From an optimization exercise on the open Yosys and OpenROAD flow, aimed at small area; shortcuts taken in it are not production practice. The RTL was checked by simulation tests, not by an equivalence proof against the original design. No driver is modelled on the clock port, so clocking that relies on it looks cheaper here than on a real chip. Power figures rest on the tool's default switching activity, not on a simulated workload.

<file path="design/flow/design.v">
module seg_595_dynamic
(
    input   wire        sys_clk     ,
    input   wire        sys_rst_n   ,
    input   wire [19:0] data        ,
    input   wire [5:0]  point       ,
    input   wire        sign        ,
    input   wire        seg_en      ,
    output  reg         ds          ,
    output  reg         shcp        ,
    output  wire        stcp        ,
    output  wire        oe
);
reg     [1:0]   j       ;
reg     [15:0]  lf      ;
reg             flag    ;    
reg     [3:0]   u       ;    
reg     [3:0]   cb      ;    
wire            ph0     = ~j[1] & ~j[0];
wire            ph1     = ~j[1] &  j[0];
wire            ph2     =  j[1] &  j[0];
wire            ph3     =  j[1] & ~j[0];
wire            tm_end  = (lf == 16'h1af2);
always@(posedge sys_clk or negedge sys_rst_n)
    if(sys_rst_n == 1'b0)
        j <= 2'b00;
    else
        j <= {j[0], ~j[1]};
always@(posedge sys_clk or negedge sys_rst_n)
    if(sys_rst_n == 1'b0)
        lf <= 16'h35e4;
    else
        lf <= {lf[14:0], lf[15] ^ lf[13] ^ lf[12] ^ lf[10] ^ tm_end};
always@(posedge sys_clk or negedge sys_rst_n)
    if(sys_rst_n == 1'b0)
        flag <= 1'b0;
    else
        flag <= tm_end;
always@(posedge sys_clk or negedge sys_rst_n)
    if(sys_rst_n == 1'b0)
        u <= 4'd0;
    else if(ph3)
        u <= (u == 4'd10) ? 4'd0 : u + 4'd1;
always@(posedge sys_clk or negedge sys_rst_n)
    if(sys_rst_n == 1'b0)
        cb <= 4'd0;
    else if(ph3)
        cb <= (cb == 4'd13) ? 4'd0 : cb + 4'd1;
wire    s_load  = (u == 4'd0)  && (ph1);   
wire    s_done  = (u == 4'd10) && (ph2);   
wire    s_read  = (u == 4'd10) && (ph3);   
wire    s_conv  = (u != 4'd0)  && (u <= 4'd5);     
reg     [23:0]  W       ;
reg             conv    ;
wire            ld_ok   = (data != 20'd0) && (data != 20'd1_000_000);
wire    [23:0]  A       ;
wire    [4:0]   ge      = {u > 4'd4, u > 4'd3, u > 4'd2, u > 4'd1, u > 4'd0};
genvar n;
generate for(n = 0; n < 5; n = n + 1) begin: a3
    wire [3:0] d = W[4*n +: 4];
    wire       e = ge[n];
    assign A[4*n+3] = d[3] | (e & d[2] & (d[1] | d[0]));
    assign A[4*n+2] = (d[2] & ~(e & (d[1] | d[0]))) | (e & d[3] & d[0]);
    assign A[4*n+1] = (d[1] & ~(e & d[2] & ~d[0])) | (e & d[3] & ~d[0]);
    assign A[4*n+0] = (d[0] & ~(e & (d[2] | d[3]))) | (e & ~d[0] & (d[3] | (d[2] & d[1])));
end endgenerate
wire            e5      = (u == 4'd5) && (ph3);
assign A[20]    = W[20] & ~(e5 & W[22]);
assign A[21]    = W[21];
assign A[22]    = W[22] & ~(e5 & W[20]);
assign A[23]    = W[23];
always@(posedge sys_clk)
    if(s_load)
        conv <= ld_ok;
always@(posedge sys_clk)
    if(s_load && ld_ok)
        W <= {data, 4'b0};
    else if(s_conv && conv)
        W <= {A[22:0], A[23]};
reg     [2:0]   rlv     ;
wire    [5:0]   wnz     ;
genvar g;
generate for(g = 0; g < 6; g = g + 1) begin: nzg
    assign wnz[g] = |W[4*g +: 4];
end endgenerate
always@(posedge sys_clk or negedge sys_rst_n)
    if(sys_rst_n == 1'b0)
        rlv <= 3'd0;
    else if(s_done)
        rlv <= !conv   ? 3'd0 :
               wnz[5]  ? 3'd6 :
               wnz[4]  ? 3'd5 :
               wnz[3]  ? 3'd4 :
               wnz[2]  ? 3'd3 :
               wnz[1]  ? 3'd2 : 3'd1;
reg     [2:0]   lv      ;
reg             sg      ;
reg             zr      ;
wire    [2:0]   plv     = point[5] ? 3'd6 :
                          point[4] ? 3'd5 :
                          point[3] ? 3'd4 :
                          point[2] ? 3'd3 :
                          point[1] ? 3'd2 : 3'd0;
wire            hold    = (rlv == 3'd0) && (plv == 3'd0);
always@(posedge sys_clk or negedge sys_rst_n)
    if(sys_rst_n == 1'b0) begin
        lv <= 3'd6;
        zr <= 1'b1;
    end else if(!hold) begin
        lv <= (rlv > plv) ? rlv : plv;
        zr <= (rlv == 3'd0);
    end
always@(posedge sys_clk)
    if(!hold)
        sg <= sign;
reg     [2:0]   q       ;
wire    [2:0]   c       = (q == 3'd6) ? 3'd0 : q;
reg     [3:0]   S       ;    
reg     [3:0]   data_disp;
reg             dot_disp;
always@(posedge sys_clk or negedge sys_rst_n)
    if(sys_rst_n == 1'b0)
        q <= 3'd6;
    else if(flag)
        q <= (q == 3'd5) ? 3'd0 : (q == 3'd6) ? 3'd1 : q + 3'd1;
always@(posedge sys_clk)
    if(s_read)
        S <= W[4*c +: 4];
always@(posedge sys_clk or negedge sys_rst_n)
    if(sys_rst_n == 1'b0)
        data_disp <= 4'd0;
    else if(seg_en && flag)
        data_disp <= (c < lv)            ? (zr ? 4'd0 : S) :
                     ((c == lv) && sg)   ? 4'd14 : 4'd15;
always@(posedge sys_clk or negedge sys_rst_n)
    if(sys_rst_n == 1'b0)
        dot_disp <= 1'b1;
    else if(flag)
        dot_disp <= ~point[c];
reg     [7:0]   seg     ;
always@(*)
    case(data_disp)
        4'd0:   seg = {dot_disp,7'b100_0000};
        4'd1:   seg = {dot_disp,7'b111_1001};
        4'd2:   seg = {dot_disp,7'b010_0100};
        4'd3:   seg = {dot_disp,7'b011_0000};
        4'd4:   seg = {dot_disp,7'b001_1001};
        4'd5:   seg = {dot_disp,7'b001_0010};
        4'd6:   seg = {dot_disp,7'b000_0010};
        4'd7:   seg = {dot_disp,7'b111_1000};
        4'd8:   seg = {dot_disp,7'b000_0000};
        4'd9:   seg = {dot_disp,7'b001_0000};
        4'd14:  seg = 8'b1011_1111;
        default:seg = 8'b1111_1111;
    endcase
reg     [5:0]   sel     ;
always@(*)
    case(q)
        3'd0:   sel = 6'b100_000;
        3'd1:   sel = 6'b000_001;
        3'd2:   sel = 6'b000_010;
        3'd3:   sel = 6'b000_100;
        3'd4:   sel = 6'b001_000;
        3'd5:   sel = 6'b010_000;
        default:sel = 6'b000_000;
    endcase
wire    [13:0]  sdata   = {seg[0],seg[1],seg[2],seg[3],seg[4],seg[5],seg[6],seg[7],sel};
always@(posedge sys_clk or negedge sys_rst_n)
    if(sys_rst_n == 1'b0)
        ds <= 1'b0;
    else if(ph0)
        ds <= sdata[cb];
always@(posedge sys_clk or negedge sys_rst_n)
    if(sys_rst_n == 1'b0)
        shcp <= 1'b0;
    else
        shcp <= j[1];
assign stcp = (cb == 4'd0) && j[0];
assign oe   = 1'b0;
endmodule
</file>
<file path="design/flow/flow/run.sh">
#!/bin/bash
# Own layout flow: the standard ORFS flow with
#  - input/output port buffers of the smallest buffer cell,
#  - clock tree synthesis without dummy loads, from clkbuf_8 buffers,
#  - after placement resizing, every cell set to the smallest-area variant of
#    its function (later repair steps upsize again where timing needs it).
# Each tool's output goes to the ORFS logs under orfs/logs; make's own output
# goes to flow_make.log here.
set -euo pipefail
W=$(pwd)
export BUFFER_PORTS_ARGS="-buffer_cell sky130_fd_sc_hd__buf_1"
export CTS_ARGS="-sink_clustering_enable -repair_clock_nets -dont_use_dummy_load -buf_list sky130_fd_sc_hd__clkbuf_4"
export POST_RESIZE_TCL="$W/flow/downsize.tcl"
export POST_FLOORPLAN_TCL="$W/flow/restructure.tcl"
export POST_CTS_TCL="$W/flow/clkfix.tcl"
bash standard.sh > "$W/flow_make.log" 2>&1
</file>
<file path="design/flow/flow/clkfix.tcl">
# Upsize clock tree leaf buffers that drive many flip-flops, to keep the
# slew at the flip-flop clock pins well below the limit.
set block [ord::get_db_block]
set n 0
foreach inst [$block getInsts] {
  if {[[$inst getMaster] getName] ne "sky130_fd_sc_hd__clkbuf_4"} { continue }
  set net [[$inst findITerm X] getNet]
  if {$net eq "NULL"} { continue }
  set loads [expr {[llength [$net getITerms]] - 1}]
  if {$loads >= 10} {
    replace_cell [$inst getName] sky130_fd_sc_hd__clkbuf_8
    incr n
  }
}
puts "clkfix: upsized $n clock buffers"
if {$n > 0} {
  detailed_placement
  check_placement -verbose
}
</file>
<file path="design/flow/flow/downsize.tcl">
# Set every standard cell to the smallest-area variant with the same base name
# (e.g. mux2_2 -> mux2_1). Tap, fill and decap cells are left alone.
set db [ord::get_db]
array set best_area {}
array set best_name {}
foreach lib [$db getLibs] {
  foreach m [$lib getMasters] {
    set n [$m getName]
    if {![regexp {^(sky130_fd_sc_hd__[a-z0-9]+)_([0-9]+)$} $n -> base sz]} { continue }
    if {[regexp {lpflow|probe|tap|fill|decap|clkdly|dlygate|dlymetal} $n]} { continue }
    set a [expr {[$m getWidth] * [$m getHeight]}]
    if {![info exists best_area($base)] || $a < $best_area($base)} {
      set best_area($base) $a
      set best_name($base) $n
    }
  }
}
set count 0
foreach inst [[ord::get_db_block] getInsts] {
  set n [[$inst getMaster] getName]
  if {![regexp {^(sky130_fd_sc_hd__[a-z0-9]+)_([0-9]+)$} $n -> base sz]} { continue }
  if {![info exists best_name($base)]} { continue }
  set b $best_name($base)
  if {$b ne $n} {
    set m [[ord::get_db_block] findInst [$inst getName]]
    replace_cell [$inst getName] $b
    incr count
  }
}
puts "downsize: replaced $count cells"
</file>
<file path="design/flow/flow/restructure.tcl">
# Re-map the combinational logic for area with OpenROAD's restructure (ABC).
file mkdir [file join $::env(OBJECTS_DIR) rmp]
set lib [lindex $::env(LIB_FILES) 0]
restructure -target area -liberty_file $lib \
  -tielo_port sky130_fd_sc_hd__conb_1/LO -tiehi_port sky130_fd_sc_hd__conb_1/HI \
  -work_dir [file join $::env(OBJECTS_DIR) rmp] -abc_logfile [file join $::env(LOG_DIR) rmp_abc.log]
</file>
<file path="design/flow/standard.sh">
#!/bin/bash
# synth_recipe.tcl (not shown) runs the flow's synth.tcl, then flattens the netlist and writes it again
# the make line also repeats each setting of config.mk as NAME=value (left out here)
make -C /OpenROAD-flow-scripts/flow DESIGN_CONFIG=/design/flow/config.mk WORK_HOME=/design/flow/orfs CLKGATE_MAP_FILE= SYNTH_SCRIPT=/design/flow/synth_recipe.tcl "${@:-finish}"
</file>
<file path="design/flow/config.mk">
export PLATFORM = sky130hd
export DESIGN_NAME = seg_595_dynamic
export DESIGN_NICKNAME = seg_595_dynamic
export VERILOG_FILES = /design/flow/design.v
export SDC_FILE = /design/flow/constraint.sdc
export NUM_CORES = 4
export LEC_CHECK = 0
export CAP_MARGIN = 5
export CORE_MARGIN = 2
export CORE_UTILIZATION = 40
export SLEW_MARGIN = 5
</file>
<file path="design/flow/constraint.sdc">
create_clock -name core_clock -period 5.0 [get_ports {sys_clk}]
set_input_delay 1.0000 -clock core_clock [delete_from_list [all_inputs] [get_ports {sys_clk}]]
set_output_delay 1.0000 -clock core_clock [all_outputs]
set_load 0.01 [all_outputs]
</file>
==> results of run 1 <==
## layout make-up
class / instances / area (um2) / share of cell area, %
Sequential cell: 74 / 1980 / 47.3
Multi-Input combinational cell: 264 / 1530 / 36.6
Inverter: 74 / 278 / 6.63
Tap cell: 133 / 166 / 3.97
Timing Repair Buffer: 34 / 145 / 3.47
Clock buffer: 9 / 86.3 / 2.06
## cell usage in the layout (no fill, tap or decap), drive strengths merged, types with 4 or more instances in the layout
master | netlist | final
buf | 5 | 32
o32a | 1 | 5
o22a | 0 | 5
o2bb2ai | 10 | 6
a31oi | 6 | 9
edfxtp | 26 | 26
nor3 | 13 | 11
clkbuf | 20 | 11
nor2 | 33 | 42
a21oi | 31 | 24
nand2 | 43 | 25
a32oi | 5 | 4
o21ai | 37 | 28
nand4 | 6 | 7
clkinv | 0 | 74
nand3 | 6 | 5
o32ai | 0 | 5
o21a | 2 | 10
dfstp | 14 | 14
nor4 | 4 | 11
dfxtp | 4 | 4
o22ai | 3 | 37
dfrtp | 30 | 30
## registers in the layout (all words and copies together) (netlist names), 3 cells and up
register   count
cb             4
lf            16
data_disp      4
S              4
u              4
W             24
q              3
rlv            3
lv             3
## power by group through the flow
stage	clock network (mW)	registers, mW	logic (mW)
finish	0.293	0.626	0.0339
global placement	0	0.640	0.0323
global route	0.333	0.627	0.0397
detailed placement	0	0.639	0.0324
floorplan	0	0.641	0.0171
## kinds of logic after synthesis
kind of cell	after synthesis	share of synthesized area [%]
compound gates	144	23.4
xor+xnor	5	1.07
fa+ha+maj	7	2.13
buf+inv	41	4.42
flops	74	48.2
mux	8	1.98
other cells	1	0.0914
simple gates	151	18.7
## layer usage
metal | up-vias | part of all wire, %
met5 | - | 0
met4 | 0 | 0.71
met3 | 8 | 5.8
met2 | 88 | 46
met1 | 1604 | 47
li1 | 1625 | -
## worst reg2reg max path, stage by stage, from the launching register on
cell     delay (ns)
dfrtp_1        0.47
nor2_1         0.18
nand3_1        0.19
nor3_1         0.63
nand2_1        0.50
nand2_1        0.79
## final timing paths
| path | slack [ns] | end | startpoint | depth (start not counted) |
|---|---|---|---|---|
| max | 1.83 | W[10] | u[1] | 5 |
| min | 0.37 | lf[8] | lf[7] | 0 |
| max reg2reg | 1.83 | W[10] | u[1] | 5 |
| min reg2reg | 0.37 | lf[8] | lf[7] | 0 |
| max in group asynchronous | 3.91 | lf[5] | sys_rst_n | 3 |
| min in group asynchronous | 0.56 | lv[0] | sys_rst_n | 2 |
## stage by stage
stage / power, mW / setup WS [ns] / cell area [um2] / std cells / hold slack [ns]
floorplan: 0.658 / 2.01 / 4100 / 431 / 0.347
global placement: 0.672 / 1.90 / 4090 / 578 / 0.359
detailed placement: 0.671 / 1.68 / 4080 / 578 / 0.360
global route: 0.999 / 1.70 / 4190 / 588 / 0.371
finish: 0.953 / 1.83 / 4190 / 588 / 0.374
==> metrics.md, run 1 <==
| Metric | Value |
|---|---|
| Internal power | 0.747 mW |
| Endpoints failing setup | 0 |
| Largest delay share family, worst path | simple AND/OR/NAND/NOR gates |
| Tightest Pin Transition | 0.843 ns |
| Iteration-0 DRC count of the detailed router | 237 |
| Crit share post-route | 63.3% |
| Sw frac | 21.7% |
| Sequential Power Share | 65.7% |
| Clk_skew | 0.0287 ns |
| Seq/Total Area, Yosys | 48.2% |
| Area growth from synthesis to layout | 2.04% |
| PD cells | 228 nW/um2 |
| Die footprint | 11100 um2 |
| Min Clock Period, post-route | 3.17 ns |
| CTS tree | built |
| Die W | 105 um |
| Critical Path Most Common Cell | nand2_1 |
| Total Wirelength | 9.06 mm |
| Met3 Resource Use GR | 4.58% |
| Final hold vios | 0 |
| Critical path buffers and inverters | 0 |
| Count leader, synth | nand2_1 |
| Yosys reg bits | 74 |
| Antenna-violating nets left | 0 |
| Vias in the first global route | 3185 |
| Critical Path RT | 5.02 ns |
| Most instantiated cells after synthesis | nand2_1, o21ai_0, nor2_1 |
| Critical Path Max Stage Delay | 0.79 ns |
| Fillcell total | 990 |
| Routability cong. | 0.816 |
| Crit path DAT | 3.19 ns |
| Initial antenna violation count | 0 |
| GRT met1 Usage | 23.4% |
| Diodes inserted | 0 |
| Avg Inst Size Synth | 9.52 um2 |
| CP max stage cell | nand2_1 |
| GRT Total Usage | 17.3% |
| Worst IR drop on VDD | 0.0948 mV |
| CP Max Fanout | 21 |
| Netlist Area Pre-Place | 4100 um2 |
| Gate power share | 3.6% |
| Fmax | 316 MHz |
| Routed vias/inst | 5.65 |
| EDFF count, synth | 26 |
| Skew-Pair Late Insertion Delay | 0.41 ns |
| Yosys synthesis warning count | 1 |
| Status | complete, no violations |
| Global-route layer with the greatest usage | met2 |
| Critical-path cell list | nor2_1 -> nand3_1 -> nor3_1 -> nand2_1 -> nand2_1 |
| Pins Over Slew Limit | 0 |
| Top cells by area, synth | edfxtp_1, dfrtp_1, dfstp_2 |
| Post-synth ARST share | 59.5% |
| Half-perimeter wire length after placement | 6.85 mm |
| Pre-antenna DRT Iters | 4 |
| Synth area leader | edfxtp_1 |
| Normalized max-slew margin | 43.6% |
| Cell variety after synth | 66 |
| Hold/Removal Path Class | reg2reg |
| Via count | 3325 |
| Ys flop type | dfrtp_1 |
| Core area | 9860 um2 |
| Max Cap Viol | 0 |
| Grt ovf | 0 |
| Syn_nets | 468 |
| Setup TNS | 0 ns |
| First-pass GRT wire length | 15.3 mm |
| Crit. End Element | flip-flop |
| WL/cell | 15.4 um |
| P_sw | 0.207 mW |
| Top cell type's share of synthesized area | 19.0% |
| Unrepaired setup endpoints after global routing | no |
| Clk pwr share | 30.7% |
| Static Leak | 1.43 nW |
| Cells after synthesis | 431 |
| Final #Nets | 487 |
| Met2 Use GR | 27.4% |
| Largest net degree at the start of global routing | 45 |
| # port buffers | 32 |
| Std cell rows | 36 |
| Share of cells above drive strength 1 | 2.42% |
| Final core utilization | 42.5% |
| Die Y | 105 um |
| Clock sink count | 74 |
| I/O pins | 34 |
| DRC Markers | 0 |
| Worst setup SP type | flip-flop |
| Reg clk slew, reported paths | 0.10 ns |
| Initial Utilization | 41.6% |
| Critical path class | reg2reg |
==> inputs of run 2 (changes only) <==
--- a/design/flow/config.mk
+++ b/design/flow/config.mk
@@ -5,7 +5,7 @@
 export SDC_FILE = /design/flow/constraint.sdc
 export NUM_CORES = 4
 export LEC_CHECK = 0
-export CAP_MARGIN = 5
+export CAP_MARGIN = 20
 export CORE_MARGIN = 2
 export CORE_UTILIZATION = 40
-export SLEW_MARGIN = 5
+export SLEW_MARGIN = 20
==> metrics.md, run 2 <==
| Metric | Value |
|---|---|
| Die footprint | 11100 um2 |
| Crit path DAT | 3.19 ns |
| Final hold vios | 0 |
| Die W | 105 um |
| Pre-CTS WS | 1.68 ns |
| Critical-path cell list | nor2_1 -> nand3_1 -> nor3_1 -> nand2_1 -> nand2_1 |
| Max Cap Viol | 0 |
| Critical Path RT | 5.02 ns |
| Worst setup margin | 1.83 ns |
| Most instantiated cells after synthesis | nand2_1, o21ai_0, nor2_1 |
| Worst hold stages | 0 |
| Initial antenna violation count | 0 |
| CP max stage cell | nand2_1 |
| Reg clk slew, reported paths | 0.10 ns |
| Yosys synthesis warning count | 1 |
| Routed vias/inst | 5.65 |
| WL/cell | 15.4 um |
| Reg with most FFs | W |
| Std cell rows | 36 |
| Normalized max-slew margin | 43.6% |
| Post-synth ARST share | 59.5% |
| Multi-input gate area | 1530 um2 |
| Via count | 3322 |
| Pre-antenna DRT Iters | 4 |
| Ys flop type | dfrtp_1 |
| Critical path class | reg2reg |
| Final #Nets | 487 |
| Crit. End Element | flip-flop |
| Area growth from synthesis to layout | 2.04% |
| Worst setup SP type | flip-flop |
| Leading cell type in the layout, fill and taps excluded | clkinv_1 |
| Half-perimeter wire length after placement | 6.85 mm |
| Avg Inst Size Synth | 9.52 um2 |
| Final core utilization | 42.5% |
| Tightest Pin Transition | 0.843 ns |
| Core area | 9860 um2 |
| Pins Over Slew Limit | 0 |
| Grt ovf | 0 |
| GRT Total Usage | 17.3% |
| Netlist Area Pre-Place | 4100 um2 |
| Top cells by area, synth | edfxtp_1, dfrtp_1, dfstp_2 |
| Placed instance count | 578 |
| I/O pins | 34 |
| Count leader, synth | nand2_1 |
| Synth area leader | edfxtp_1 |
| Fmax | 316 MHz |
| Routability cong. | 0.816 |
| Skew-Pair Late Insertion Delay | 0.41 ns |
| Total Wirelength | 9.05 mm |
| Antenna-violating nets left | 0 |
| Vias in the first global route | 3185 |
| Syn_nets | 468 |
| Largest net degree at the start of global routing | 45 |
| Top cell type's share of synthesized area | 19.0% |
| Clock sink count | 74 |
| DRC Markers | 0 |
| Cell variety after synth | 66 |
| Fillcell total | 990 |
| Endpoints failing setup | 0 |
| Critical Path Max Stage Delay | 0.79 ns |
| First-pass GRT wire length | 15.3 mm |
| CP Max Fanout | 21 |
| Share of cells above drive strength 1 | 2.42% |
| # port buffers | 32 |
| Static Leak | 1.43 nW |
| Hold/Removal Path Class | reg2reg |
| CTS tree | built |
| Crit share post-route | 63.3% |
| PD cells | 228 nW/um2 |
| Setup TNS | 0 ns |
| Die Y | 105 um |
| Status | complete, no violations |
| Cells on worst reg2reg path | 5 |
| Cells after synthesis | 431 |
| Post-Layout Cell Count | 588 |
| Iteration-0 DRC count of the detailed router | 237 |
| Storage cell area | 1980 um2 |
| Unrepaired setup endpoints after global routing | no |
| Critical Path Most Common Cell | nand2_1 |
| Commonest non-fill, non-tap cells in the layout | clkinv_1, nor2_1, o22ai_1 |
| Initial Utilization | 41.6% |
| EDFF count, synth | 26 |
| Min Clock Period, post-route | 3.17 ns |
| Seq/Total Area, Yosys | 48.2% |
| Largest register FFs | 24 |
| Clk_skew | 0.0287 ns |
| Yosys reg bits | 74 |
| Diodes inserted | 0 |
| Biggest registers after layout | W (24), lf (16) |
| Worst IR drop on VDD | 0.0948 mV |
-- run 2: cell counts after synthesis --
Identical to the previous run, type by type.
-- run 2: cells by family (layout without fill, tap and decap cells) --
group                    count (synthesis)  after routing  share of synthesized area (%)
flip-flops                              74             74                           48.2
multiplexers                             8              0                           1.98
adder cells (fa/ha/maj)                  7              0                           2.13
AO/OA/AOI/OAI                          144            151                           23.4
buffers and inverters                   41            117                           4.42
XOR/XNOR                                 5              2                           1.07
other                                    1              2                         0.0914
AND/OR/NAND/NOR                        151            109                           18.7
-- run 2: path summary, 6_finish.rpt --
check                           from     to  slack (ns)
max                             u[1]  W[10]        1.83
min                            lf[7]  lf[8]        0.37
max reg2reg                     u[1]  W[10]        1.83
min reg2reg                    lf[7]  lf[8]        0.37
max in group asynchronous  sys_rst_n  lf[5]        3.93
min in group asynchronous  sys_rst_n  lv[0]        0.55
-- run 2: worst max-delay path, delay by kind of cell, from the launching register on --
| family | cells | cell delay [ns] |
|---|---|---|
| simple gates | 5 | 2.29 |
| flops | 1 | 0.47 |
-- run 2: layout make-up --
class / instances / share of cell area, %
flip-flops and latches: 74 / 47.3
multi-input cells: 264 / 36.6
clock buffers: 9 / 2.06
well taps: 133 / 3.97
inverters: 74 / 6.63
repair buffers: 34 / 3.47
-- run 2: metrics by stage --
step	hold WS [ns]	power, mW	cell area [um2]
5_1_grt	0.371	0.999	4190
2_1_floorplan	0.347	0.658	4100
3_3_place_gp	0.359	0.672	4090
3_5_place_dp	0.360	0.671	4080
6_report	0.374	0.953	4190
-- run 2: layer usage --
metal | global-route usage [%] | routed length [um] | vias up | share of wire (%)
met5 | 0 | 0 | - | 0
li1 | - | - | 1625 | -
met3 | 4.58 | 526 | 8 | 5.8
met2 | 27.4 | 4190 | 88 | 46
met1 | 23.4 | 4280 | 1601 | 47
met4 | 4.86 | 64 | 0 | 0.71
-- run 2: power by group --
part | internal (mW) | total [mW] | leakage, nW | switching (mW)
Combinational | 0.0127 | 0.0339 | 0.576 | 0.0212
Sequential | 0.625 | 0.626 | 0.806 | 0.00122
Clock | 0.109 | 0.293 | 0.0492 | 0.184
Total | 0.747 | 0.953 | 1.43 | 0.206
==> inputs of run 3 (changes only) <==
--- a/design/flow/design.v
+++ b/design/flow/design.v
@@ -11,21 +11,22 @@
     output  wire        stcp        ,
     output  wire        oe
 );
-reg     [1:0]   j       ;
+reg     [5:0]   t44     ;
+reg     [3:0]   cb      ;
 reg     [15:0]  lf      ;
 reg             flag    ;    
-reg     [3:0]   u       ;    
-reg     [3:0]   cb      ;    
-wire            ph0     = ~j[1] & ~j[0];
-wire            ph1     = ~j[1] &  j[0];
-wire            ph2     =  j[1] &  j[0];
-wire            ph3     =  j[1] & ~j[0];
+wire    [1:0]   cnt     = t44[1:0];
 wire            tm_end  = (lf == 16'h1af2);
 always@(posedge sys_clk or negedge sys_rst_n)
     if(sys_rst_n == 1'b0)
-        j <= 2'b00;
+        t44 <= 6'd0;
     else
-        j <= {j[0], ~j[1]};
+        t44 <= (t44 == 6'd43) ? 6'd0 : t44 + 6'd1;
+always@(posedge sys_clk or negedge sys_rst_n)
+    if(sys_rst_n == 1'b0)
+        cb <= 4'd0;
+    else if(cnt == 2'd3)
+        cb <= (cb == 4'd13) ? 4'd0 : cb + 4'd1;
 always@(posedge sys_clk or negedge sys_rst_n)
     if(sys_rst_n == 1'b0)
         lf <= 16'h35e4;
@@ -36,25 +37,15 @@
         flag <= 1'b0;
     else
         flag <= tm_end;
-always@(posedge sys_clk or negedge sys_rst_n)
-    if(sys_rst_n == 1'b0)
-        u <= 4'd0;
-    else if(ph3)
-        u <= (u == 4'd10) ? 4'd0 : u + 4'd1;
-always@(posedge sys_clk or negedge sys_rst_n)
-    if(sys_rst_n == 1'b0)
-        cb <= 4'd0;
-    else if(ph3)
-        cb <= (cb == 4'd13) ? 4'd0 : cb + 4'd1;
-wire    s_load  = (u == 4'd0)  && (ph1);   
-wire    s_done  = (u == 4'd10) && (ph2);   
-wire    s_read  = (u == 4'd10) && (ph3);   
-wire    s_conv  = (u != 4'd0)  && (u <= 4'd5);     
+wire    s_load  = (t44 == 6'd1);     
+wire    s_done  = (t44 == 6'd42);    
+wire    s_read  = (t44 == 6'd43);    
 reg     [23:0]  W       ;
 reg             conv    ;
 wire            ld_ok   = (data != 20'd0) && (data != 20'd1_000_000);
+wire            cstep   = conv && (t44 >= 6'd2) && (t44 <= 6'd21);
+wire    [4:0]   ge      = {5{cstep}} & {t44 >= 6'd18, t44 >= 6'd14, t44 >= 6'd10, t44 >= 6'd6, 1'b1};
 wire    [23:0]  A       ;
-wire    [4:0]   ge      = {u > 4'd4, u > 4'd3, u > 4'd2, u > 4'd1, u > 4'd0};
 genvar n;
 generate for(n = 0; n < 5; n = n + 1) begin: a3
     wire [3:0] d = W[4*n +: 4];
@@ -64,7 +55,7 @@
     assign A[4*n+1] = (d[1] & ~(e & d[2] & ~d[0])) | (e & d[3] & ~d[0]);
     assign A[4*n+0] = (d[0] & ~(e & (d[2] | d[3]))) | (e & ~d[0] & (d[3] | (d[2] & d[1])));
 end endgenerate
-wire            e5      = (u == 4'd5) && (ph3);
+wire            e5      = conv && (t44 == 6'd21);
 assign A[20]    = W[20] & ~(e5 & W[22]);
 assign A[21]    = W[21];
 assign A[22]    = W[22] & ~(e5 & W[20]);
@@ -74,14 +65,31 @@
         conv <= ld_ok;
 always@(posedge sys_clk)
     if(s_load && ld_ok)
-        W <= {data, 4'b0};
-    else if(s_conv && conv)
-        W <= {A[22:0], A[23]};
+        W[21:0] <= {data[17:0], 4'b0};
+    else
+        W[21:0] <= {A[20:0], cstep ? A[23] : A[21]};
+always@(posedge sys_clk)
+    if(s_load && ld_ok)
+        W[23:22] <= data[19:18];
+    else if(cstep)
+        W[23:22] <= A[22:21];
+function [23:0] digits;
+    input [23:0] w;
+    input integer r;
+    integer b;
+    begin
+        digits[23:22] = w[23:22];
+        for(b = 0; b < 22; b = b + 1)
+            digits[b] = w[(b + r) % 22];
+    end
+endfunction
+wire    [23:0]  Wd42    = digits(W, 20);     
+wire    [23:0]  Wd43    = digits(W, 21);     
 reg     [2:0]   rlv     ;
 wire    [5:0]   wnz     ;
 genvar g;
 generate for(g = 0; g < 6; g = g + 1) begin: nzg
-    assign wnz[g] = |W[4*g +: 4];
+    assign wnz[g] = |Wd42[4*g +: 4];
 end endgenerate
 always@(posedge sys_clk or negedge sys_rst_n)
     if(sys_rst_n == 1'b0)
@@ -125,7 +133,7 @@
         q <= (q == 3'd5) ? 3'd0 : (q == 3'd6) ? 3'd1 : q + 3'd1;
 always@(posedge sys_clk)
     if(s_read)
-        S <= W[4*c +: 4];
+        S <= Wd43[4*c +: 4];
 always@(posedge sys_clk or negedge sys_rst_n)
     if(sys_rst_n == 1'b0)
         data_disp <= 4'd0;
@@ -168,13 +176,13 @@
 always@(posedge sys_clk or negedge sys_rst_n)
     if(sys_rst_n == 1'b0)
         ds <= 1'b0;
-    else if(ph0)
+    else if(cnt == 2'd0)
         ds <= sdata[cb];
 always@(posedge sys_clk or negedge sys_rst_n)
     if(sys_rst_n == 1'b0)
         shcp <= 1'b0;
     else
-        shcp <= j[1];
-assign stcp = (cb == 4'd0) && j[0];
+        shcp <= t44[1];
+assign stcp = (cb == 4'd0) && (t44[1] ^ t44[0]);
 assign oe   = 1'b0;
 endmodule
--- a/design/flow/flow/downsize.tcl
+++ b/design/flow/flow/downsize.tcl
@@ -1,5 +1,6 @@
 # Set every standard cell to the smallest-area variant with the same base name
-# (e.g. mux2_2 -> mux2_1). Tap, fill and decap cells are left alone.
+# (e.g. mux2_2 -> mux2_1). Tap, fill and decap cells, and drivers of nets
+# with many loads, are left alone.
 set db [ord::get_db]
 array set best_area {}
 array set best_name {}
@@ -21,6 +22,12 @@
   if {![regexp {^(sky130_fd_sc_hd__[a-z0-9]+)_([0-9]+)$} $n -> base sz]} { continue }
   if {![info exists best_name($base)]} { continue }
   set b $best_name($base)
+  # leave drivers of high-fanout nets (the reset) as the resizer sized them
+  set big 0
+  foreach it [$inst getITerms] {
+    if {[$it isOutputSignal] && [$it getNet] ne "NULL" && [llength [[$it getNet] getITerms]] > 9} { set big 1 }
+  }
+  if {$big} { continue }
   if {$b ne $n} {
     set m [[ord::get_db_block] findInst [$inst getName]]
     replace_cell [$inst getName] $b
==> design/flow/flow/libfilter.py (new file) <==
# Write a copy of a liberty file without the cells named on the command line
# (the platform's don't-use cells), for restructure's ABC mapping.
import re, sys
src, dst = sys.argv[1], sys.argv[2]
drop = set(sys.argv[3:])
text = open(src).read()
out = []
pos = 0
for m in re.finditer(r'^\s*cell\s*\(\s*"?([A-Za-z0-9_]+)"?\s*\)\s*\{', text, re.M):
    if m.start() < pos:
        continue
    name = m.group(1)
    if name not in drop:
        continue
    depth = 0
    i = m.end() - 1
    while True:
        c = text[i]
        if c == '{':
            depth += 1
        elif c == '}':
            depth -= 1
            if depth == 0:
                break
        i += 1
    out.append(text[pos:m.start()])
    pos = i + 1
out.append(text[pos:])
open(dst, 'w').write(''.join(out))
==> design/flow/flow/restructure.tcl (replaced) <==
# Re-map the combinational logic for area with OpenROAD's restructure (ABC).
file mkdir [file join $::env(OBJECTS_DIR) rmp]
set_dont_use $::env(DONT_USE_CELLS)
set lib [file join $::env(OBJECTS_DIR) rmp usable.lib]
exec python3 [file join [file dirname [info script]] libfilter.py] [lindex $::env(LIB_FILES) 0] $lib {*}$::env(DONT_USE_CELLS)
restructure -target area -liberty_file $lib \
  -tielo_port sky130_fd_sc_hd__conb_1/LO -tiehi_port sky130_fd_sc_hd__conb_1/HI \
  -work_dir [file join $::env(OBJECTS_DIR) rmp] -abc_logfile [file join $::env(LOG_DIR) rmp_abc.log]
==> metrics.md, run 3 <==
| Metric | Value |
|---|---|
| Final core utilization | 39.1% |
| Max Cap Viol | 0 |
| First-pass GRT wire length | 15.0 mm |
| Top cell type's share of synthesized area | 17.8% |
| Synth area leader | dfrtp_1 |
| Final #Nets | 478 |
| PD cells | 255 nW/um2 |
| Ys flop type | dfrtp_1 |
| Largest net degree at the start of global routing | 45 |
| Unrepaired setup endpoints after global routing | no |
| Worst setup margin | 1.79 ns |
| Count leader, synth | nor2_1 |
| Reg with most FFs | W |
| Die Y | 107 um |
| Routability cong. | 0.873 |
| I/O pins | 34 |
| Iteration-0 DRC count of the detailed router | 175 |
| DRC Markers | 0 |
| Netlist Area Pre-Place | 4210 um2 |
| Initial antenna violation count | 0 |
| Reg clk slew, reported paths | 0.09 ns |
| CP Max Fanout | 21 |
| R2R setup slack | 2.22 ns |
| Normalized max-slew margin | 43.1% |
| Diodes inserted | 0 |
| Clk_skew | 0.0269 ns |
| Area growth from synthesis to layout | -4.49% |
| Yosys synthesis warning count | 1 |
| Commonest non-fill, non-tap cells in the layout | clkinv_1, nor2_1, o21ai_0 |
| Endpoints failing setup | 0 |
| Sw frac | 25.4% |
| Internal power | 0.766 mW |
| Overall Power | 1.03 mW |
| Pre-CTS WS | 1.36 ns |
| Half-perimeter wire length after placement | 6.76 mm |
| Clock sink count | 74 |
| Cell variety after synth | 72 |
| Worst-case hold slack | 0.368 ns |
| Gate power share | 8.8% |
| Share of cells above drive strength 1 | 2.91% |
| Antenna-violating nets left | 0 |
| Std cell rows | 37 |
| P_sw | 0.260 mW |
| Worst setup SP type | primary input |
| # port buffers | 32 |
| Via count | 3324 |
| Hold/Removal Path Class | reg2reg |
| Clk pwr share | 27.9% |
| Crit share post-route | 64.2% |
| Static Leak | 1.36 nW |
| Grt ovf | 0 |
| Leading cell type in the layout, fill and taps excluded | clkinv_1 |
| Fmax | 312 MHz |
| Biggest registers after layout | W (24), lf (16), t44 (6) |
| Yosys reg bits | 74 |
| Top cells by area, synth | dfrtp_1, dfxtp_1, dfstp_2 |
| Avg Inst Size Synth | 9.52 um2 |
| WL/cell | 15.7 um |
| Crit path DAT | 3.50 ns |
| Pre-antenna DRT Iters | 8 |
| Die footprint | 11400 um2 |
| Total Wirelength | 9.12 mm |
| Post-synth ARST share | 59.5% |
| Tightest Pin Transition | 0.844 ns |
| Sequential Power Share | 63.3% |
| Vias in the first global route | 3082 |
| Initial Utilization | 40.9% |
| GRT Total Usage | 16.7% |
| Critical Path RT | 5.29 ns |
| Most instantiated cells after synthesis | nor2_1, nand2_1, dfrtp_1 |
| Status | complete, no violations |
| Cells after synthesis | 442 |
| Final hold vios | 0 |
| Skew-Pair Late Insertion Delay | 0.42 ns |
| Setup TNS | 0 ns |
| Die W | 107 um |
| Min Clock Period, post-route | 3.21 ns |
| Pins Over Slew Limit | 0 |
| Syn_nets | 484 |
| Seq/Total Area, Yosys | 42.8% |
| Cells on worst reg2reg path | 10 |
| Routed vias/inst | 5.71 |
| Crit. End Element | flip-flop |
| CTS tree | built |
| Critical path class | in2reg |
| Worst IR drop on VDD | 0.106 mV |
| Largest register FFs | 24 |
| Core area | 10300 um2 |
| EDFF count, synth | 8 |
| Worst hold stages | 0 |
==> run 3: cell types whose count changed after synthesis, moves of 8 or more <==
cell       previous run  this run
mux2_2                1         9
mux2_1                0        13
a21oi_1              31        22
a22o_1               10         0
nor4_1                3        12
nand3_1               6        15
o2bb2ai_1            10         1
edfxtp_1             26         8
dfxtp_1               4        22
==> run 3: cell type report <==
class / instances / area (um2)
clock buffers: 9 / 80.1
fillers: 1081 / 6260
inverters: 62 / 233
multi-input cells: 267 / 1600
flip-flops and latches: 74 / 1800
well taps: 136 / 170
repair buffers: 34 / 135
==> run 3: worst paths after layout <==
path	from	end
max	data[14]	W[20]
min	lf[5]	lf[6]
max reg2reg	q[2]	data_disp[0]
min reg2reg	lf[5]	lf[6]
max in group asynchronous	sys_rst_n	lf[5]
min in group asynchronous	sys_rst_n	shcp
==> run 3: worst max-delay path: stages <==
cell and delay, ns:
buf_1 0.10, or4_1 0.53, nor4_1 0.17, o2111ai_1 0.17, nand2_1 0.44, clkinv_1 0.41, buf_4 0.31, o32a_1 0.36
==> run 3: per-layer routing <==
layer | vias up | share of wire (%) | track usage (%)
met5 | - | 0 | 0
met4 | 0 | 2.5 | 6.68
met3 | 18 | 4.9 | 4.48
met2 | 87 | 44 | 24.7
met1 | 1585 | 49 | 23.2
li1 | 1634 | - | -
==> run 3: power groups by stage <==
stage	Sequential, mW	Clock (mW)	Combinational (mW)
after floorplan	0.655	0	0.0648
after global placement	0.664	0	0.0875
after detailed placement	0.662	0	0.0901
after global routing	0.653	0.326	0.103
final	0.650	0.286	0.0902
==> run 3: logic make-up (layout without fill, tap and decap cells) <==
| logic type | Yosys count | count (layout) | share of synthesized area [%] |
|---|---|---|---|
| buffers and inverters | 45 | 105 | 4.79 |
| flip-flops | 74 | 74 | 42.8 |
| adder cells (fa/ha/maj) | 12 | 0 | 3.57 |
| multiplexers | 33 | 0 | 9.69 |
| XOR/XNOR | 9 | 2 | 1.87 |
| other | 1 | 2 | 0.0891 |
| AO/OA/AOI/OAI | 107 | 160 | 16.7 |
| AND/OR/NAND/NOR | 161 | 103 | 20.6 |
==> run 3: per-stage QoR <==
step                      cell area (um2)  instances
after floorplan                      4210        442
after global placement               3940        573
after detailed placement             3940        573
after global routing                 4020        582
final                                4020        582
==> inputs of run 4 (changes only) <==
--- a/design/flow/flow/downsize.tcl
+++ b/design/flow/flow/downsize.tcl
@@ -1,6 +1,5 @@
 # Set every standard cell to the smallest-area variant with the same base name
-# (e.g. mux2_2 -> mux2_1). Tap, fill and decap cells, and drivers of nets
-# with many loads, are left alone.
+# (e.g. mux2_2 -> mux2_1). Tap, fill and decap cells are left alone.
 set db [ord::get_db]
 array set best_area {}
 array set best_name {}
@@ -22,12 +21,6 @@
   if {![regexp {^(sky130_fd_sc_hd__[a-z0-9]+)_([0-9]+)$} $n -> base sz]} { continue }
   if {![info exists best_name($base)]} { continue }
   set b $best_name($base)
-  # leave drivers of high-fanout nets (the reset) as the resizer sized them
-  set big 0
-  foreach it [$inst getITerms] {
-    if {[$it isOutputSignal] && [$it getNet] ne "NULL" && [llength [[$it getNet] getITerms]] > 9} { set big 1 }
-  }
-  if {$big} { continue }
   if {$b ne $n} {
     set m [[ord::get_db_block] findInst [$inst getName]]
     replace_cell [$inst getName] $b
==> metrics.md, run 4 <==
| Metric | Value |
|---|---|
| Normalized max-slew margin | 44.4% |
| Crit path DAT | 3.74 ns |
| Worst-case hold slack | 0.366 ns |
| Critical path buffers and inverters | 3 |
| R2R setup slack | 1.95 ns |
| Top cells by area, synth | dfrtp_1, dfxtp_1, dfstp_2 |
| Finished Cell Area | 4030 um2 |
| Share of cells above drive strength 1 | 2.46% |
| First-pass GRT wire length | 15.1 mm |
| Core area | 10300 um2 |
| CP Max Fanout | 21 |
| Sequential Power Share | 63.3% |
| Status | complete, no violations |
| Area growth from synthesis to layout | -4.16% |
| Largest delay share family, worst path | simple AND/OR/NAND/NOR gates |
| DRC Markers | 0 |
| Crit share post-route | 69.0% |
| Clk_skew | 0.0271 ns |
| Clk pwr share | 27.9% |
| Seq/Total Area, Yosys | 42.8% |
| EDFF count, synth | 8 |
| Reg clk slew, reported paths | 0.09 ns |
| Antenna-violating nets left | 0 |
| Vias in the first global route | 3072 |
| Routed vias/inst | 5.68 |
| CTS tree | built |
| Half-perimeter wire length after placement | 6.78 mm |
| Via count | 3310 |
| Iteration-0 DRC count of the detailed router | 250 |
| GRT met1 Usage | 23.3% |
| CP max stage cell | or4_1 |
| Met2 Use GR | 25.3% |
| PD cells | 255 nW/um2 |
| Pins Over Slew Limit | 0 |
| Unrepaired setup endpoints after global routing | no |
| Most instantiated cells after synthesis | nor2_1, nand2_1, dfrtp_1 |
| Initial antenna violation count | 0 |
| Ys flop type | dfrtp_1 |
| Sw frac | 25.3% |
| GRT Total Usage | 16.8% |
| # port buffers | 32 |
| Largest net degree at the start of global routing | 45 |
| Fmax | 290 MHz |
| Total Wirelength | 9.18 mm |
| Gate power share | 8.9% |
| Final core utilization | 39.2% |
| Tightest Pin Transition | 0.826 ns |
| Top cell type's share of synthesized area | 17.8% |
| Critical path class | in2reg |
| Yosys reg bits | 74 |
| Worst IR drop on VDD | 0.103 mV |
| Max Cap Viol | 0 |
| Grt ovf | 0 |
| Count leader, synth | nor2_1 |
| Cells after synthesis | 442 |
| Min Clock Period, post-route | 3.45 ns |
| Pre-antenna DRT Iters | 5 |
| Die footprint | 11400 um2 |
| Cell variety after synth | 72 |
| Commonest non-fill, non-tap cells in the layout | clkinv_1, nor2_1, o21ai_0 |
| Largest register FFs | 24 |
| P_sw | 0.261 mW |
| Final hold vios | 0 |
| Routability cong. | 0.873 |
| Met3 Resource Use GR | 3.49% |
| Internal power | 0.768 mW |
| DP Area | 3930 um2 |
| Syn_nets | 484 |
| Overall Power | 1.03 mW |
| Die W | 107 um |
| Worst setup SP type | primary input |
| Leading cell type in the layout, fill and taps excluded | clkinv_1 |
| Diodes inserted | 0 |
| I/O pins | 34 |
| Synth area leader | dfrtp_1 |
| Std cell rows | 37 |
| Crit. End Element | flip-flop |
| Static Leak | 1.36 nW |
| Critical Path Most Common Cell | buf_1 |
| Endpoints failing setup | 0 |
| Final #Nets | 479 |
| Netlist Area Pre-Place | 4210 um2 |
| Avg Inst Size Synth | 9.52 um2 |
| Post-synth ARST share | 59.5% |
| Critical Path Max Stage Delay | 0.53 ns |
| Setup TNS | 0 ns |
| Critical-path cell list | buf_1 -> or4_1 -> nor4_1 -> o2111ai_1 -> nand2_1 -> clkinv_1 -> buf_1 -> o32a_1 |
| Reg with most FFs | W |
| Clock sink count | 74 |
| Hold/Removal Path Class | reg2reg |
| Die Y | 107 um |
| Global-route layer with the greatest usage | met2 |
| WL/cell | 15.8 um |
| Skew-Pair Late Insertion Delay | 0.41 ns |
| Critical Path RT | 5.29 ns |
| Initial Utilization | 40.9% |
| Yosys synthesis warning count | 1 |
| Biggest registers after layout | W (24), lf (16), t44 (6) |
[run 4: cell types whose count changed in the layout (fill, tap and decap cells not counted)]
cell     delta
buf_1       +1
buf_2       +1
dfstp_2     -2
buf_4       -2
buf_12      +1
dfstp_1     +2
[run 4: layout make-up]
type | count | area, um2
fill | 1075 | 6240
sequential | 74 | 1800
multi-input combinational | 267 | 1600
inverter | 62 | 233
tap | 136 | 170
timing repair buffer | 35 | 149
clock buffer | 9 | 80.1
[run 4: power by group through the flow]
stage | sequential [mW] | clock [mW] | combinational [mW]
floorplan | 0.655 | 0 | 0.0648
global placement | 0.664 | 0 | 0.0875
detailed placement | 0.662 | 0 | 0.0894
global route | 0.653 | 0.325 | 0.105
finish | 0.650 | 0.286 | 0.0914
[run 4: logic make-up (layout without fill, tap and decap cells)]
family / after synthesis / in the layout / share of synthesized area (%)
AOI/OAI and AO/OA: 107 / 160 / 16.7
and+or+nand+nor: 161 / 103 / 20.6
xor gates and xnor gates: 9 / 2 / 1.87
buffers and inverters: 45 / 106 / 4.79
other: 1 / 2 / 0.0891
muxes: 33 / 0 / 9.69
DFF: 74 / 74 / 42.8
adders and majority gates: 12 / 0 / 3.57
[run 4: routing by layer]
layer / wire (um) / up-vias
met5: 0 / -
met4: 223 / 0
met3: 544 / 17
met2: 4090 / 111
met1: 4330 / 1556
li1: - / 1626
[run 4: worst paths after layout]
kind,cells past startpoint,start,to
hold / removal,0,lf[5],lf[6]
setup / recovery,8,data[14],W[20]
min in group asynchronous,2,sys_rst_n,lf[4]
setup reg to reg,10,q[2],data_disp[0]
hold reg to reg,0,lf[5],lf[6]
max in group asynchronous,3,sys_rst_n,lf[8]
[run 4: per-stage QoR]
step | cells | setup WS [ns]
final | 583 | 1.55
after global routing | 583 | 1.30
after detailed placement | 573 | 1.11
after global placement | 573 | 1.45
after floorplan | 442 | 2.55
[run 4: worst reg2reg max path: cells and delay by family (launching register included)]
| family | cells | cell delay (ns) |
|---|---|---|
| simple gates | 2 | 0.17 |
| flops | 1 | 0.88 |
| buf+inv | 2 | 0.66 |
| compound gates | 6 | 1.27 |
==> inputs of run 5 (changes only) <==
--- a/design/flow/design.v
+++ b/design/flow/design.v
@@ -43,8 +43,9 @@
 reg     [23:0]  W       ;
 reg             conv    ;
 wire            ld_ok   = (data != 20'd0) && (data != 20'd1_000_000);
-wire            cstep   = conv && (t44 >= 6'd2) && (t44 <= 6'd21);
-wire    [4:0]   ge      = {5{cstep}} & {t44 >= 6'd18, t44 >= 6'd14, t44 >= 6'd10, t44 >= 6'd6, 1'b1};
+wire    [3:0]   u       = t44[5:2];          
+wire            cstep   = conv && (u != 4'd0) && (u <= 4'd5);
+wire    [4:0]   ge      = {5{cstep}} & {u > 4'd4, u > 4'd3, u > 4'd2, u > 4'd1, 1'b1};
 wire    [23:0]  A       ;
 genvar n;
 generate for(n = 0; n < 5; n = n + 1) begin: a3
@@ -55,7 +56,7 @@
     assign A[4*n+1] = (d[1] & ~(e & d[2] & ~d[0])) | (e & d[3] & ~d[0]);
     assign A[4*n+0] = (d[0] & ~(e & (d[2] | d[3]))) | (e & ~d[0] & (d[3] | (d[2] & d[1])));
 end endgenerate
-wire            e5      = conv && (t44 == 6'd21);
+wire            e5      = conv && (t44 == 6'd23);
 assign A[20]    = W[20] & ~(e5 & W[22]);
 assign A[21]    = W[21];
 assign A[22]    = W[22] & ~(e5 & W[20]);
@@ -65,7 +66,7 @@
         conv <= ld_ok;
 always@(posedge sys_clk)
     if(s_load && ld_ok)
-        W[21:0] <= {data[17:0], 4'b0};
+        W[21:0] <= {2'b0, data[17:0], 2'b0};   
     else
         W[21:0] <= {A[20:0], cstep ? A[23] : A[21]};
 always@(posedge sys_clk)
@@ -83,8 +84,8 @@
             digits[b] = w[(b + r) % 22];
     end
 endfunction
-wire    [23:0]  Wd42    = digits(W, 20);     
-wire    [23:0]  Wd43    = digits(W, 21);     
+wire    [23:0]  Wd42    = digits(W, 18);     
+wire    [23:0]  Wd43    = digits(W, 19);     
 reg     [2:0]   rlv     ;
 wire    [5:0]   wnz     ;
 genvar g;
--- a/design/flow/flow/clkfix.tcl
+++ b/design/flow/flow/clkfix.tcl
@@ -7,7 +7,7 @@
   set net [[$inst findITerm X] getNet]
   if {$net eq "NULL"} { continue }
   set loads [expr {[llength [$net getITerms]] - 1}]
-  if {$loads >= 10} {
+  if {$loads >= 12} {
     replace_cell [$inst getName] sky130_fd_sc_hd__clkbuf_8
     incr n
   }
--- a/design/flow/flow/downsize.tcl
+++ b/design/flow/flow/downsize.tcl
@@ -1,5 +1,6 @@
 # Set every standard cell to the smallest-area variant with the same base name
-# (e.g. mux2_2 -> mux2_1). Tap, fill and decap cells are left alone.
+# (e.g. mux2_2 -> mux2_1). Tap, fill and decap cells, and drivers of nets
+# with many loads, are left alone.
 set db [ord::get_db]
 array set best_area {}
 array set best_name {}
@@ -21,6 +22,12 @@
   if {![regexp {^(sky130_fd_sc_hd__[a-z0-9]+)_([0-9]+)$} $n -> base sz]} { continue }
   if {![info exists best_name($base)]} { continue }
   set b $best_name($base)
+  # leave drivers of high-fanout nets (the reset) as the resizer sized them
+  set big 0
+  foreach it [$inst getITerms] {
+    if {[$it isOutputSignal] && [$it getNet] ne "NULL" && [llength [[$it getNet] getITerms]] > 9} { set big 1 }
+  }
+  if {$big} { continue }
   if {$b ne $n} {
     set m [[ord::get_db_block] findInst [$inst getName]]
     replace_cell [$inst getName] $b
==> metrics.md, run 5 <==
| Metric | Value |
|---|---|
| Worst setup SP type | primary input |
| Top cell type's share of synthesized area | 18.5% |
| Area growth from synthesis to layout | -2.89% |
| Final hold vios | 0 |
| Critical Path Max Stage Delay | 0.55 ns |
| Antenna-violating nets left | 0 |
| Synth area leader | dfrtp_1 |
| Global-route layer with the greatest usage | met2 |
| Hold/Removal Path Class | reg2reg |
| Grt ovf | 0 |
| EDFF count, synth | 8 |
| Normalized max-slew margin | 49.5% |
| I/O pins | 34 |
| Crit share post-route | 59.3% |
| Clk_skew | 0.0339 ns |
| Max Cap Viol | 0 |
| Core area | 9820 um2 |
| Biggest registers after layout | W (24), lf (16), t44 (6) |
| Yosys synthesis warning count | 1 |
| Reg clk slew, reported paths | 0.10 ns |
| Routability cong. | 0.884 |
| Critical Path RT | 5.27 ns |
| Initial antenna violation count | 0 |
| Critical-path cell list | buf_1 -> or4_1 -> nor4_1 -> o2111ai_1 -> nand2_1 -> clkinv_1 -> o32a_1 |
| Internal power | 0.752 mW |
| GRT Total Usage | 16.7% |
| Endpoints failing setup | 0 |
| Sequential Power Share | 64.1% |
| WL/cell | 15.8 um |
| Static Leak | 1.37 nW |
| Diodes inserted | 0 |
| Share of cells above drive strength 1 | 3.00% |
| Die W | 105 um |
| Reg-to-Reg Start | q[2] |
| Skew-Pair Late Insertion Delay | 0.41 ns |
| Final #Nets | 466 |
| R2R setup slack | 2.39 ns |
| Iteration-0 DRC count of the detailed router | 213 |
| Unrepaired setup endpoints after global routing | no |
| DRC Markers | 0 |
| Most instantiated cells after synthesis | nor2_1, a21oi_1, nand2_1, o21ai_0, dfrtp_1 |
| CTS tree | built |
| Pre-antenna DRT Iters | 5 |
| Pins Over Slew Limit | 0 |
| Avg Inst Size Synth | 9.45 um2 |
| Netlist Area Pre-Place | 4070 um2 |
| Crit. End Element | flip-flop |
| Clk pwr share | 28.3% |
| Worst hold stages | 0 |
| Ys flop type | dfrtp_1 |
| Met2 Use GR | 27.3% |
| Status | complete, no violations |
| Finished Cell Area | 3950 um2 |
| Worst setup path startpoint | data[14] |
| Tightest Pin Transition | 0.747 ns |
| Yosys reg bits | 74 |
| FF-to-FF End | data_disp[0] |
| Cell variety after synth | 66 |
| Via count | 3251 |
| Die footprint | 11000 um2 |
| First-pass GRT wire length | 14.7 mm |
| Top cells by area, synth | dfrtp_1, dfxtp_1, dfstp_2 |
| GRT met1 Usage | 21.7% |
| DP Area | 3870 um2 |
| Gate power share | 7.6% |
| Std cell rows | 36 |
| Half-perimeter wire length after placement | 6.66 mm |
| Crit path DAT | 3.24 ns |
| Clock sink count | 74 |
| CP max stage cell | or4_1 |
| Largest net degree at the start of global routing | 45 |
| CP Max Fanout | 24 |
| Cells after synthesis | 430 |
| PD cells | 251 nW/um2 |
| Fmax | 337 MHz |
| Worst IR drop on VDD | 0.115 mV |
| Seq/Total Area, Yosys | 44.3% |
| Commonest non-fill, non-tap cells in the layout | clkinv_1, nor2_1, buf_1 |
| Post-synth ARST share | 59.5% |
| Routed vias/inst | 5.73 |
| Hold_sp | lf[6] |
| P_sw | 0.238 mW |
| Die Y | 105 um |
| Leading cell type in the layout, fill and taps excluded | clkinv_1 |
| Vias in the first global route | 3092 |
| Total Wirelength | 8.98 mm |
| Min Clock Period, post-route | 2.97 ns |
| Initial Utilization | 41.4% |
| Hold Crit Endpoint | lf[7] |
| Cells on worst reg2reg path | 10 |
| # port buffers | 32 |
| Count leader, synth | nor2_1 |
| Largest register FFs | 24 |
| Reg with most FFs | W |
| Sw frac | 24.0% |
| Met3 Resource Use GR | 4.12% |
| Setup TNS | 0 ns |
| Critical path buffers and inverters | 2 |
| Syn_nets | 471 |
| Largest delay share family, worst path | simple AND/OR/NAND/NOR gates |
| Critical path class | in2reg |
## run 5: cell count changes after synthesis, moves of 5 or more
cell and change:
nor4_1 -8, a31oi_1 +6, o22ai_1 +6, nand2_1 -5, a22oi_1 -5, o31ai_1 -6
nand3_1 -5, a21oi_1 +9, mux2_1 -13, mux2_4 +14
## run 5: kinds of logic (layout without fill, tap and decap cells)
kind of cell	Yosys count	after routing	share of synthesized area [%]
buffers and inverters	45	107	5.05
muxes	29	0	9.05
xor gates and xnor gates	8	2	1.72
adders and majority gates	11	0	3.39
and+or+nand+nor	138	102	16.9
DFF	74	74	44.3
other	1	2	0.0922
AOI/OAI and AO/OA	124	147	19.5
## run 5: final cells by class
cell class / count / area [um2]
inverters: 64 / 240
clock buffers: 9 / 80.1
flip-flops and latches: 74 / 1800
fillers: 1010 / 5870
multi-input cells: 253 / 1530
repair buffers: 34 / 135
well taps: 133 / 166
## run 5: worst max-delay path by stage
stage | end | depth (start not counted)
floorplan | W[22] | 7
global route | W[12] | 7
finish | W[12] | 7
detailed placement | W[11] | 7
global placement | W[10] | 7
## run 5: power groups by stage
stage	clock [mW]	sequential (mW)	combinational (mW)
3_5_place_dp	0	0.647	0.0742
6_report	0.280	0.635	0.0749
3_3_place_gp	0	0.648	0.0724
5_1_grt	0.325	0.637	0.0841
2_1_floorplan	0	0.651	0.0627
## run 5: metrics by stage
stage,util (%),power [mW],hold slack (ns),instances,setup slack (ns)
global placement,39.4,0.720,0.358,558,1.77
floorplan,-,0.713,0.347,430,2.21
detailed placement,39.4,0.721,0.365,558,1.71
finish,40.2,0.990,0.355,567,2.03
global route,40.2,1.05,0.368,567,2.01
## run 5: metal layers
layer | part of all wire (%) | vias to the layer above
met5 | 0 | -
met4 | 1.5 | 0
met3 | 5.3 | 16
met2 | 47 | 96
met1 | 46 | 1574
li1 | - | 1565
==> inputs of run 6 (changes only) <==
--- a/design/flow/flow/clkfix.tcl
+++ b/design/flow/flow/clkfix.tcl
@@ -7,7 +7,7 @@
   set net [[$inst findITerm X] getNet]
   if {$net eq "NULL"} { continue }
   set loads [expr {[llength [$net getITerms]] - 1}]
-  if {$loads >= 12} {
+  if {$loads >= 10} {
     replace_cell [$inst getName] sky130_fd_sc_hd__clkbuf_8
     incr n
   }
==> metrics.md, run 6 <==
| Metric | Value |
|---|---|
| Status | complete, no violations |
| Seq/Total Area, Yosys | 44.3% |
| Final #Nets | 466 |
| Largest net degree at the start of global routing | 45 |
| Multi-input gate area | 1530 um2 |
| Clock sink count | 74 |
| Std cell rows | 36 |
| EDFF count, synth | 8 |
| Worst IR drop on VDD | 0.116 mV |
| Hold_sp | lf[7] |
| Initial antenna violation count | 0 |
| Pre-CTS WS | 1.71 ns |
| Die footprint | 11000 um2 |
| Routed vias/inst | 5.74 |
| Leading cell type in the layout, fill and taps excluded | clkinv_1 |
| Worst setup margin | 2.04 ns |
| DRC Markers | 0 |
| Setup TNS | 0 ns |
| Gate power share | 7.4% |
| Grt ovf | 0 |
| Area growth from synthesis to layout | -2.59% |
| Top cell type's share of synthesized area | 18.5% |
| Core area | 9820 um2 |
| Count leader, synth | nor2_1 |
| Synth area leader | dfrtp_1 |
| Endpoints failing setup | 0 |
| Crit share post-route | 59.2% |
| Ys flop type | dfrtp_1 |
| Share of cells above drive strength 1 | 3.00% |
| Cells on worst reg2reg path | 10 |
| Min Clock Period, post-route | 2.96 ns |
| Post-synth ARST share | 59.5% |
| First-pass GRT wire length | 14.7 mm |
| Yosys synthesis warning count | 1 |
| Pins Over Slew Limit | 0 |
| Top cells by area, synth | dfrtp_1, dfxtp_1, dfstp_2 |
| Worst-case hold slack | 0.367 ns |
| Most instantiated cells after synthesis | nor2_1, a21oi_1, nand2_1, o21ai_0, dfrtp_1 |
| FF-to-FF End | data_disp[0] |
| Worst hold stages | 0 |
| Largest register FFs | 24 |
| Internal power | 0.769 mW |
| Sequential Power Share | 62.7% |
| Vias in the first global route | 3100 |
| WL/cell | 16.0 um |
| Tightest Pin Transition | 0.750 ns |
| Antenna-violating nets left | 0 |
| Fmax | 338 MHz |
| Reg with most FFs | W |
| Iteration-0 DRC count of the detailed router | 238 |
| Sw frac | 24.0% |
| Hold/Removal Path Class | reg2reg |
| Commonest non-fill, non-tap cells in the layout | clkinv_1, nor2_1, buf_1 |
| Normalized max-slew margin | 49.3% |
| Final hold vios | 0 |
| PD cells | 256 nW/um2 |
| Yosys reg bits | 74 |
| P_sw | 0.243 mW |
| Pre-antenna DRT Iters | 5 |
| Storage cell area | 1800 um2 |
| Via count | 3257 |
| Routability cong. | 0.884 |
| Clk pwr share | 29.9% |
| Max Cap Viol | 0 |
| I/O pins | 34 |
| Reg clk slew, reported paths | 0.07 ns |
| Cells after synthesis | 430 |
| Reg-to-Reg Start | q[2] |
| # port buffers | 32 |
| Netlist Area Pre-Place | 4070 um2 |
| Worst setup SP type | primary input |
| Crit. End Element | flip-flop |
| Clk_skew | 0.0353 ns |
| GRT Total Usage | 16.7% |
| Initial Utilization | 41.4% |
| Half-perimeter wire length after placement | 6.66 mm |
| Syn_nets | 471 |
| Die Y | 105 um |
| Biggest registers after layout | W (24), lf (16), t44 (6) |
| Critical path class | in2reg |
| Static Leak | 1.37 nW |
| CTS tree | built |
| Avg Inst Size Synth | 9.45 um2 |
| Diodes inserted | 0 |
| R2R setup slack | 2.34 ns |
| Fillcell total | 1006 |
| Hold Crit Endpoint | lf[8] |
| Unrepaired setup endpoints after global routing | no |
| CP Max Fanout | 24 |
| Die W | 105 um |
| Crit path DAT | 3.23 ns |
| Cell variety after synth | 66 |
| Total Wirelength | 9.07 mm |
| Critical Path RT | 5.27 ns |
| Skew-Pair Late Insertion Delay | 0.41 ns |
## run 6: cell counts after synthesis
No cell type changed its count.
## run 6: cell families (layout without fill, tap and decap cells)
family	after synthesis	in the layout	synth area share (%)
AO/OA/AOI/OAI	124	147	19.5
XOR/XNOR	8	2	1.72
adder cells (fa/ha/maj)	11	0	3.39
buffers and inverters	45	107	5.05
flip-flops	74	74	44.3
multiplexers	29	0	9.05
other	1	2	0.0922
AND/OR/NAND/NOR	138	102	16.9
## run 6: cell type report
| type | instances | area share, % |
|---|---|---|
| Inverter | 64 | 6.07 |
| Multi-Input combinational cell | 253 | 38.5 |
| Sequential cell | 74 | 45.4 |
| Clock buffer | 9 | 2.34 |
| Timing Repair Buffer | 34 | 3.41 |
| Tap cell | 133 | 4.20 |
## run 6: power groups by stage
stage	sequential (mW)	combinational (mW)	clock, mW
after floorplan	0.651	0.0627	0
after global placement	0.648	0.0724	0
after detailed placement	0.647	0.0742	0
after global routing	0.637	0.0841	0.344
final	0.635	0.0748	0.303
## run 6: layer usage
metal  vias up  track usage, %  part of all wire, %
li1       1568               -                    -
met1      1582            21.7                   46
met2        91            27.3                   47
met3        16            3.56                  4.8
met4         0            5.81                  1.8
met5         -               0                    0
## run 6: metrics by stage
stage	power, mW	instances	cell area [um2]	util [%]
final	1.01	567	3960	40.3
after global routing	1.06	567	3960	40.3
after global placement	0.720	558	3870	39.4
after floorplan	0.713	430	4070	-
after detailed placement	0.721	558	3870	39.4
## run 6: worst max-delay path, stage by stage
cell,delay [ns]
buf_1,0.10
or4_1,0.55
nor4_1,0.22
o2111ai_1,0.19
nand2_1,0.12
clkinv_1,0.52
o32a_1,0.53
## run 6: worst max-delay path by stage
stage | startpoint | to | slack, ns | cells past startpoint
3_5_place_dp | data[14] | W[11] | 1.71 | 7
3_3_place_gp | data[14] | W[10] | 1.77 | 7
6_report | data[14] | W[10] | 2.04 | 7
2_1_floorplan | data[16] | W[22] | 2.21 | 7
5_1_grt | data[14] | W[10] | 2.02 | 7
==> inputs of run 7 (changes only) <==
--- a/design/flow/flow/clkfix.tcl
+++ b/design/flow/flow/clkfix.tcl
@@ -7,7 +7,7 @@
   set net [[$inst findITerm X] getNet]
   if {$net eq "NULL"} { continue }
   set loads [expr {[llength [$net getITerms]] - 1}]
-  if {$loads >= 10} {
+  if {$loads >= 11} {
     replace_cell [$inst getName] sky130_fd_sc_hd__clkbuf_8
     incr n
   }
==> metrics.md, run 7 <==
| Metric | Value |
|---|---|
| Status | complete, no violations |
| Top cells by area, synth | dfrtp_1, dfxtp_1, dfstp_2 |
| Min Clock Period, post-route | 2.95 ns |
| CP Max Fanout | 24 |
| Count leader, synth | nor2_1 |
| Final #Nets | 466 |
| Seq/Total Area, Yosys | 44.3% |
| Die footprint | 11000 um2 |
| Iteration-0 DRC count of the detailed router | 213 |
| Hold/Removal Path Class | reg2reg |
| CTS tree | built |
| Sequential Power Share | 63.4% |
| Crit. End Element | flip-flop |
| First-pass GRT wire length | 14.7 mm |
| Largest net degree at the start of global routing | 45 |
| Placed instance count | 558 |
| Std cell rows | 36 |
| Critical Path RT | 5.28 ns |
| Top cell type's share of synthesized area | 18.5% |
| Pre-antenna DRT Iters | 4 |
| Tightest Pin Transition | 0.741 ns |
| Normalized max-slew margin | 49.9% |
| Worst setup margin | 2.05 ns |
| Overall Power | 1.00 mW |
| Endpoints failing setup | 0 |
| EDFF count, synth | 8 |
| Worst IR drop on VDD | 0.115 mV |
| Commonest non-fill, non-tap cells in the layout | clkinv_1, nor2_1, buf_1 |
| GRT Total Usage | 16.7% |
| Yosys reg bits | 74 |
| Gate power share | 7.5% |
| WL/cell | 15.9 um |
| Final core utilization | 40.3% |
| Half-perimeter wire length after placement | 6.66 mm |
| P_sw | 0.241 mW |
| Clk_skew | 0.0303 ns |
| Biggest registers after layout | W (24), lf (16), t44 (6) |
| # port buffers | 32 |
| Die Y | 105 um |
| PD cells | 253 nW/um2 |
| Worst hold stages | 0 |
| Yosys synthesis warning count | 1 |
| Ys flop type | dfrtp_1 |
| Diodes inserted | 0 |
| Reg with most FFs | W |
| Final hold vios | 0 |
| Crit path DAT | 3.23 ns |
| DRC Markers | 0 |
| Via count | 3230 |
| Initial antenna violation count | 0 |
| Setup TNS | 0 ns |
| Fmax | 339 MHz |
| Static Leak | 1.37 nW |
| Worst setup SP type | primary input |
| Cells after synthesis | 430 |
| Die W | 105 um |
| Max Cap Viol | 0 |
| Pre-CTS WS | 1.71 ns |
| Worst-case hold slack | 0.355 ns |
| Skew-Pair Late Insertion Delay | 0.41 ns |
| Internal power | 0.761 mW |
| Area growth from synthesis to layout | -2.74% |
| Sw frac | 24.0% |
| Largest register FFs | 24 |
| Avg Inst Size Synth | 9.45 um2 |
| Leading cell type in the layout, fill and taps excluded | clkinv_1 |
| Core area | 9820 um2 |
| Most instantiated cells after synthesis | nor2_1, a21oi_1, nand2_1, o21ai_0, dfrtp_1 |
| Antenna-violating nets left | 0 |
| Finished Cell Area | 3950 um2 |
| Cell variety after synth | 66 |
| Crit share post-route | 59.1% |
| Total Wirelength | 9.01 mm |
| Routed vias/inst | 5.70 |
| Syn_nets | 471 |
| Unrepaired setup endpoints after global routing | no |
| Critical path class | in2reg |
| Share of cells above drive strength 1 | 3.00% |
| Synth area leader | dfrtp_1 |
| Post-Layout Cell Count | 567 |
| Reg clk slew, reported paths | 0.10 ns |
| Routability cong. | 0.884 |
| Pins Over Slew Limit | 0 |
| Clock sink count | 74 |
| Post-synth ARST share | 59.5% |
| Vias in the first global route | 3092 |
| Grt ovf | 0 |
| Initial Utilization | 41.4% |
| Netlist Area Pre-Place | 4070 um2 |
| Clk pwr share | 29.1% |
| I/O pins | 34 |
| DP Area | 3870 um2 |
| Cells on worst reg2reg path | 10 |
run 7: changes by cell type in the layout (fill, tap and decap cells not counted):
cell	previous run	this run
clkbuf_4	5	6
clkbuf_8	4	3
run 7: path summary, 6_finish.rpt:
check / slack (ns) / endpoint / from
max: 2.05 / W[12] / data[14]
min: 0.35 / lf[7] / lf[6]
max reg2reg: 2.32 / data_disp[0] / q[2]
min reg2reg: 0.35 / lf[7] / lf[6]
max in group asynchronous: 3.93 / zr / sys_rst_n
min in group asynchronous: 0.66 / t44[4] / sys_rst_n
run 7: layout make-up:
| type | instances | area, um2 |
|---|---|---|
| Inverter | 64 | 240 |
| Clock buffer | 9 | 86.3 |
| Tap cell | 133 | 166 |
| Multi-Input combinational cell | 253 | 1530 |
| Sequential cell | 74 | 1800 |
| Timing Repair Buffer | 34 | 135 |
| Fill cell | 1008 | 5870 |
run 7: routing by layer:
metal	vias to the layer above	wire [um]	share of wire, %	global-route usage, %
li1	1565	-	-	-
met1	1559	4110	46	21.7
met2	96	4300	48	27.3
met3	10	486	5.4	4.12
met4	0	118	1.3	4.95
met5	-	0	0	0
run 7: cells by family after synthesis:
group	count (synthesis)	synth area share [%]
and+or+nand+nor	138	16.9
AOI/OAI and AO/OA	124	19.5
DFF	74	44.3
buffers and inverters	45	5.05
muxes	29	9.05
adders and majority gates	11	3.39
xor gates and xnor gates	8	1.72
other	1	0.0922
run 7: power by group through the flow:
stage | combinational, mW | sequential (mW) | clock, mW
global route | 0.0841 | 0.637 | 0.334
detailed placement | 0.0742 | 0.647 | 0
global placement | 0.0724 | 0.648 | 0
finish | 0.0747 | 0.635 | 0.292
floorplan | 0.0627 | 0.651 | 0
run 7: critical path, stage by stage:
cell and delay (ns):
buf_1 0.10, or4_1 0.55, nor4_1 0.22, o2111ai_1 0.19, nand2_1 0.12, clkinv_1 0.51, o32a_1 0.54

Setup slack of run 7, layout unchanged: 2.046 ns with ideal ports, 2.057 ns with driving cells assumed (clock clkbuf_16, inputs buf_2), 1.635 ns with port delays also shifted by the 0.422 ns mid clock arrival.
